Source: an optimization exercise on an open RTL-to-GDS flow (aim: small area). Production flows keep margins and buffers that such runs may drop.
The RTL was checked by simulation tests, not by an equivalence proof against the original design.
The clock input has no modelled driver; a real chip could not lean on it and would need a root buffer or a full tree.
Power and IR drop assume default switching activity.

Design report_tx, start of the top module:
module report_tx(
	input clk,
	input rst,
	input [55:0] frame,
	input send_frame,
	input send_nosig,
	output tx,
	output frame_done,
	output nosig_done
    );
	reg act_q;
	reg [5:0] b_q;
	reg [6:0] s_q;
	reg [9:0] p_q;
	wire act_d;
	wire [5:0] b_d;
	wire [6:0] s_d;
	wire [9:0] p_d;
	report_tx_logic L(.rst(rst), .frame(frame), .send_frame(send_frame),
		.send_nosig(send_nosig), .act_q(act_q), .b_q(b_q), .s_q(s_q), .p_q(p_q),
		.act_d(act_d), .b_d(b_d), .s_d(s_d), .p_d(p_d),
		.tx(tx), .frame_done(frame_done), .nosig_done(nosig_done));
	always @(posedge clk) begin
		act_q <= act_d;
		b_q <= b_d;
		s_q <= s_d;
		p_q <= p_d;
	end
endmodule
export LEC_CHECK = 0
export CAP_MARGIN = 20
export CORE_MARGIN = 2
export CORE_UTILIZATION = 40
export GPL_TIMING_DRIVEN = 0
export SLEW_MARGIN = 20
create_clock -name core_clock -period 10.0 [get_ports {clk}]
standard.sh (not shown) runs the stock make flow with config.mk's settings and CLKGATE_MAP_FILE= SYNTH_SCRIPT=/design/flow/synth_recipe.tcl, a recipe that flattens the netlist after the stock synthesis.
==> flow/flow/run.sh <==
#!/bin/bash
# Layout flow: the standard flow (standard.sh) with these changes:
#  - synthesis is run once per ABC mapping script in flow/abc_*.script
#    (area-oriented scripts; adders are left to ABC: no ADDER_MAP_FILE),
#    each with and without yosys's own "abc -fast" step inside synth
#    (SYNTH_ARGS=-noabc), and the run with the smallest cell area is kept.  Only the mapping of
#    the combinational logic differs between runs; the registers are the
#    standard synthesis's.
#  - port buffers are the smallest buffer cell (buf_1)
#  - the clock tree is a single buffer (buf_12) (flow/my_clkbuf.tcl) placed
#    at the centre of the registers, in place of clock_tree_synthesis; the
#    clock port drives only this buffer, and every register gets the clock
#    from it
# Each run's full output goes to a log file in this folder.
set -euo pipefail
W=$PWD
# keep every temporary file of the tools inside this folder, and no core dumps
mkdir -p "$W/tmp" "$W/home"
export TMPDIR="$W/tmp" HOME="$W/home"
ulimit -c 0
rm -rf "$W/scripts"
cp -r "$FLOW_HOME/scripts" "$W/scripts"
cp "$W/flow/my_clkbuf.tcl" "$W/scripts/my_clkbuf.tcl"
grep -q '^log_cmd clock_tree_synthesis {\*}$cts_args$' "$W/scripts/cts.tcl"
sed -i 's|^log_cmd clock_tree_synthesis {\*}$cts_args$|source $::env(SCRIPTS_DIR)/my_clkbuf.tcl\nbench_single_clock_buffer sky130_fd_sc_hd__buf_12|' "$W/scripts/cts.tcl"
grep -q '^my_single_clock_buffer' "$W/scripts/cts.tcl"
best=""
bestarea=""
bestsc=""
bestextra=()
for sc in "$W"/flow/abc_*.script; do
  for mode in std noabc; do
    n=$(basename "$sc" .script)_$mode
    extra=()
    [[ $mode == noabc ]] && extra=(SYNTH_ARGS=-noabc)
    cp "$sc" "$W/scripts/abc_speed.script"
    cp "$sc" "$W/scripts/abc_area.script"
    rm -rf "$W/orfs"
    if bash standard.sh synth SCRIPTS_DIR="$W/scripts" ADDER_MAP_FILE= "${extra[@]}" > "$W/synth_$n.log" 2>&1; then
      a=$(grep -h "Chip area for module" "$W"/orfs/reports/*/*/*/synth_stat.txt | awk '{print $NF}')
      echo "$n $a" >> "$W/synth_areas.log"
      if [[ -z "$best" ]] || awk -v a="$a" -v b="$bestarea" 'BEGIN{exit !(a<b)}'; then
        best=$n; bestarea=$a; bestsc=$sc; bestextra=("${extra[@]}")
      fi
      rm -rf "$W/orfs_$n"; mv "$W/orfs" "$W/orfs_$n"
    fi
  done
done
echo "best $best $bestarea" >> "$W/synth_areas.log"
rm -rf "$W/orfs"
mv "$W/orfs_$best" "$W/orfs"
cp "$bestsc" "$W/scripts/abc_speed.script"
cp "$bestsc" "$W/scripts/abc_area.script"
for d in "$W"/orfs_abc_*; do rm -rf "$d"; done
rm -rf "$W/tmp"/* 
bash standard.sh finish SCRIPTS_DIR="$W/scripts" ADDER_MAP_FILE= "${bestextra[@]}" \
  BUFFER_PORTS_ARGS="-buffer_cell sky130_fd_sc_hd__buf_1" > "$W/layout.log" 2>&1
==> flow/flow/abc_12.script <==
strash
&get -n
&nf -a -R 1000 -p -C 32
&put
mfs3 -ae -R 4
topo
==> flow/flow/abc_13.script <==
strash
&get -n
&nf -a -R 1000 -p -C 32 -F 8 -A 8
&put
mfs3 -ae -R 4
topo
==> flow/flow/abc_14.script <==
strash
balance
&get -n
&nf -a -R 1000 -p -C 32
&put
mfs3 -ae -R 4
topo
==> flow/flow/abc_15.script <==
strash
&get -n
&nf -a -R 1000 -p -C 32
&put
topo
==> flow/flow/abc_16.script <==
strash
balance
&get -n
&nf -a -R 1000 -p -C 32
&put
mfs3 -ae -R 4
strash
&get -n
&nf -a -R 1000 -p -C 32
&put
mfs3 -ae -R 4
topo
==> flow/flow/abc_17.script <==
strash
balance
&get -n
&nf -a -R 1000 -p -C 32
&put
mfs3 -ae -R 4
strash
&get -n
&nf -a -R 1000 -p -C 32
&put
mfs3 -ae -R 4
strash
&get -n
&nf -a -R 1000 -p -C 32
&put
mfs3 -ae -R 4
topo
==> flow/flow/abc_18.script <==
strash
balance
&get -n
&nf -a -R 1000 -p -C 32
&put
mfs3 -ae -R 4
strash
&get -n
&nf -a -R 1000 -p -C 32
&put
mfs3 -ae -R 4
strash
&get -n
&nf -a -R 1000 -p -C 32
&put
mfs3 -ae -R 4
strash
&get -n
&nf -a -R 1000 -p -C 32
&put
mfs3 -ae -R 4
topo
==> flow/flow/abc_19.script <==
strash
balance
&get -n
&nf -a -R 1000 -p -C 32
&put
mfs3 -ae -R 4
strash
&get -n
&nf -a -R 1000 -p -C 32
&put
mfs3 -ae -R 4
strash
&get -n
&nf -a -R 1000 -p -C 32
&put
mfs3 -ae -R 4
strash
&get -n
&nf -a -R 1000 -p -C 32
&put
mfs3 -ae -R 4
strash
&get -n
&nf -a -R 1000 -p -C 32
&put
mfs3 -ae -R 4
topo
==> flow/flow/abc_20.script <==
strash
balance
&get -n
&nf -a -R 1000 -p -C 32
&put
mfs3 -ae -R 4
strash
&get -n
&nf -a -R 1000 -p -C 32
&put
mfs3 -ae -R 4
strash
&get -n
&nf -a -R 1000 -p -C 32
&put
mfs3 -ae -R 4
strash
&get -n
&nf -a -R 1000 -p -C 32
&put
mfs3 -ae -R 4
strash
&get -n
&nf -a -R 1000 -p -C 32
&put
mfs3 -ae -R 4
strash
&get -n
&nf -a -R 1000 -p -C 32
&put
mfs3 -ae -R 4
topo
==> flow/flow/abc_21.script <==
strash
&get -n
&nf -a -R 1000 -p -C 32
&put
mfs3 -ae -R 4
strash
&get -n
&nf -a -R 1000 -p -C 32
&put
mfs3 -ae -R 4
strash
&get -n
&nf -a -R 1000 -p -C 32
&put
mfs3 -ae -R 4
topo
==> flow/flow/abc_22.script <==
strash
&get -n
&nf -a -R 1000 -p -C 32
&put
mfs3 -ae -R 4
strash
&get -n
&nf -a -R 1000 -p -C 32
&put
mfs3 -ae -R 4
strash
&get -n
&nf -a -R 1000 -p -C 32
&put
mfs3 -ae -R 4
strash
&get -n
&nf -a -R 1000 -p -C 32
&put
mfs3 -ae -R 4
strash
&get -n
&nf -a -R 1000 -p -C 32
&put
mfs3 -ae -R 4
topo
==> flow/flow/abc_23.script <==
strash
balance
&get -n
&nf -a -R 1000 -p -C 32
&put
mfs3 -ae -R 4
strash
&get -n
&nf -a -R 1000 -p -C 32
&put
mfs3 -ae -R 4
strash
&get -n
&nf -a -R 1000 -p -C 32
&put
mfs3 -ae -R 4
strash
&get -n
&nf -a -R 1000 -p -C 32
&put
mfs3 -ae -R 4
strash
&get -n
&nf -a -R 1000 -p -C 32
&put
mfs3 -ae -R 4
strash
&get -n
&nf -a -R 1000 -p -C 32
&put
mfs3 -ae -R 4
strash
&get -n
&nf -a -R 1000 -p -C 32
&put
mfs3 -ae -R 4
topo
==> flow/flow/abc_24.script <==
strash
balance
&get -n
&nf -a -R 1000 -p -C 32
&put
mfs3 -ae -R 4
strash
&get -n
&nf -a -R 1000 -p -C 32
&put
mfs3 -ae -R 4
strash
&get -n
&nf -a -R 1000 -p -C 32
&put
mfs3 -ae -R 4
strash
&get -n
&nf -a -R 1000 -p -C 32
&put
mfs3 -ae -R 4
strash
&get -n
&nf -a -R 1000 -p -C 32
&put
mfs3 -ae -R 4
strash
&get -n
&nf -a -R 1000 -p -C 32
&put
mfs3 -ae -R 4
strash
&get -n
&nf -a -R 1000 -p -C 32
&put
mfs3 -ae -R 4
strash
&get -n
&nf -a -R 1000 -p -C 32
&put
mfs3 -ae -R 4
topo
==> flow/flow/abc_25.script <==
strash
balance
&get -n
&nf -a -R 1000 -p -C 32
&put
mfs3 -ae -R 4
strash
&get -n
&dch -f
&nf -a -R 1000 -p -C 32
&put
mfs3 -ae -R 4
strash
&get -n
&nf -a -R 1000 -p -C 32
&put
mfs3 -ae -R 4
strash
&get -n
&dch -f
&nf -a -R 1000 -p -C 32
&put
mfs3 -ae -R 4
strash
&get -n
&nf -a -R 1000 -p -C 32
&put
mfs3 -ae -R 4
strash
&get -n
&dch -f
&nf -a -R 1000 -p -C 32
&put
mfs3 -ae -R 4
topo
==> flow/flow/abc_26.script <==
strash
balance
&get -n
&nf -a -R 1000 -p -C 32
&put
mfs3 -ae -R 4
strash
&get -n
&nf -a -R 1000 -p -C 32
&put
mfs3 -ae -R 4
strash
&get -n
&dch -f
&nf -a -R 1000 -p -C 32
&put
mfs3 -ae -R 4
strash
&get -n
&nf -a -R 1000 -p -C 32
&put
mfs3 -ae -R 4
strash
&get -n
&dch -f
&nf -a -R 1000 -p -C 32
&put
mfs3 -ae -R 4
strash
&get -n
&nf -a -R 1000 -p -C 32
&put
mfs3 -ae -R 4
topo
Other scripts of this flow, unchanged in this note and not shown: flow/flow/abc_1.script, flow/flow/abc_10.script, flow/flow/abc_2.script, flow/flow/abc_3.script, flow/flow/abc_4.script, flow/flow/abc_5.script, flow/flow/abc_6.script, flow/flow/abc_7.script, flow/flow/abc_8.script, flow/flow/abc_9.script, flow/flow/my_clkbuf.tcl
The starting point finished clean.
Next try:
--- a/flow/flow/run.sh
+++ b/flow/flow/run.sh
@@ -16,6 +16,2 @@
 W=$PWD
-# keep every temporary file of the tools inside this folder, and no core dumps
-mkdir -p "$W/tmp" "$W/home"
-export TMPDIR="$W/tmp" HOME="$W/home"
-ulimit -c 0
 rm -rf "$W/scripts"
@@ -54,3 +50,2 @@
 for d in "$W"/orfs_abc_*; do rm -rf "$d"; done
-rm -rf "$W/tmp"/* 
 bash standard.sh finish SCRIPTS_DIR="$W/scripts" ADDER_MAP_FILE= "${bestextra[@]}" \
==> flow/flow/abc_11.script (new file) <==
strash
dch -f
map -a
mfs3 -ae -R 4
topo
removed: flow/flow/abc_16.script
removed: flow/flow/abc_17.script
removed: flow/flow/abc_18.script
removed: flow/flow/abc_19.script
removed: flow/flow/abc_20.script
removed: flow/flow/abc_21.script
removed: flow/flow/abc_22.script
removed: flow/flow/abc_23.script
removed: flow/flow/abc_24.script
removed: flow/flow/abc_25.script
removed: flow/flow/abc_26.script
What happened:
- first-iteration DRC count fell by about 7%
- wire length is about the same
- total power is about the same
- utilization came out higher by 0.50 points
- hold slack got worse by 18 ps
- flip-flop and latch count is unchanged
- clock skew rose by 3.4 ps
Next try:
==> flow/flow/run.sh (replaced) <==
#!/bin/bash
# Layout flow: the standard flow (standard.sh) with these changes:
#  - synthesis is run once per ABC mapping script in flow/abc_*.script
#    (area-oriented scripts; adders are left to ABC: no ADDER_MAP_FILE),
#    and the run with the smallest cell area is kept.  Only the mapping of
#    the combinational logic differs between runs; the registers are the
#    standard synthesis's.
#  - port buffers are the smallest buffer cell (buf_1)
#  - the clock tree is a single buffer (buf_12) (flow/my_clkbuf.tcl) placed
#    at the centre of the registers, in place of clock_tree_synthesis; the
#    clock port drives only this buffer, and every register gets the clock
#    from it
# Each run's full output goes to a log file in this folder.
set -euo pipefail
W=$PWD
rm -rf "$W/scripts"
cp -r "$FLOW_HOME/scripts" "$W/scripts"
cp "$W/flow/my_clkbuf.tcl" "$W/scripts/my_clkbuf.tcl"
grep -q '^log_cmd clock_tree_synthesis {\*}$cts_args$' "$W/scripts/cts.tcl"
sed -i 's|^log_cmd clock_tree_synthesis {\*}$cts_args$|source $::env(SCRIPTS_DIR)/my_clkbuf.tcl\nbench_single_clock_buffer sky130_fd_sc_hd__buf_12|' "$W/scripts/cts.tcl"
grep -q '^my_single_clock_buffer' "$W/scripts/cts.tcl"
best=""
bestarea=""
for sc in "$W"/flow/abc_*.script; do
  n=$(basename "$sc" .script)
  cp "$sc" "$W/scripts/abc_speed.script"
  cp "$sc" "$W/scripts/abc_area.script"
  rm -rf "$W/orfs"
  if bash standard.sh synth SCRIPTS_DIR="$W/scripts" ADDER_MAP_FILE= > "$W/synth_$n.log" 2>&1; then
    a=$(grep -h "Chip area for module" "$W"/orfs/reports/*/*/*/synth_stat.txt | awk '{print $NF}')
    echo "$n $a" >> "$W/synth_areas.log"
    if [[ -z "$best" ]] || awk -v a="$a" -v b="$bestarea" 'BEGIN{exit !(a<b)}'; then
      best=$n; bestarea=$a
    fi
    rm -rf "$W/orfs_$n"; mv "$W/orfs" "$W/orfs_$n"
  fi
done
echo "best $best $bestarea" >> "$W/synth_areas.log"
rm -rf "$W/orfs"
mv "$W/orfs_$best" "$W/orfs"
cp "$W/flow/$best.script" "$W/scripts/abc_speed.script"
cp "$W/flow/$best.script" "$W/scripts/abc_area.script"
for d in "$W"/orfs_abc_*; do rm -rf "$d"; done
bash standard.sh finish SCRIPTS_DIR="$W/scripts" ADDER_MAP_FILE= \
  BUFFER_PORTS_ARGS="-buffer_cell sky130_fd_sc_hd__buf_1" > "$W/layout.log" 2>&1
removed: flow/flow/abc_12.script
removed: flow/flow/abc_13.script
removed: flow/flow/abc_14.script
removed: flow/flow/abc_15.script
Effect: The new run produced a clean layout; synthesized cell count decreases by 1.8%; final area rises by 0.53%; final cell count falls by 1.2%; core utilization goes down by 0.11 points; clock skew is about the same; setup slack degrades by 110 ps; power came out lower by 1.0%; fmax drops by 1.8%; combinational power is about the same; register-to-register slack improved by 650 ps; die area grows by 0.60%.
In every run of this note, the design's own scripts or RTL, not TritonCTS, make the clock network.

-- separate check: timing with driven ports --
No port has a modelled driver above. Below, the same layouts with a new extraction and two added sets of constraints.
Step 1 sets driving cells, clkbuf_16 on the clock port and buf_2 on the other inputs (assumed; they add their load-dependent delay and slew).
Step 2 times the ports against the registers' clock, not the clock port: input delays grow and output delays shrink by t, the midpoint of the rising clock arrivals with the driver on.
Three values: ideal, step 1, step 2; two values: the first two.
| run | t, ns | setup slack, ns | hold WS [ns] | worst setup path at the end | cell pins on the clock port's net |
|---|---|---|---|---|---|
| the first run | 0.158 | 4.029 / 3.999 / 4.157 | 0.457 / 0.457 / 0.457 | register to output | 1 |
| the second run | 0.158 | 4.373 / 4.354 / 4.354 | 0.439 / 0.439 / 0.439 | input to output | 1 |
| the third run | 0.152 | 4.268 / 4.244 / 4.244 | 0.458 / 0.458 / 0.458 | input to output | 1 |
After both steps every run listed still meets setup and hold. For the third run, which loses most, drivers alone change the setup slack by -0.024 ns; drivers and shift together by -0.024 ns.
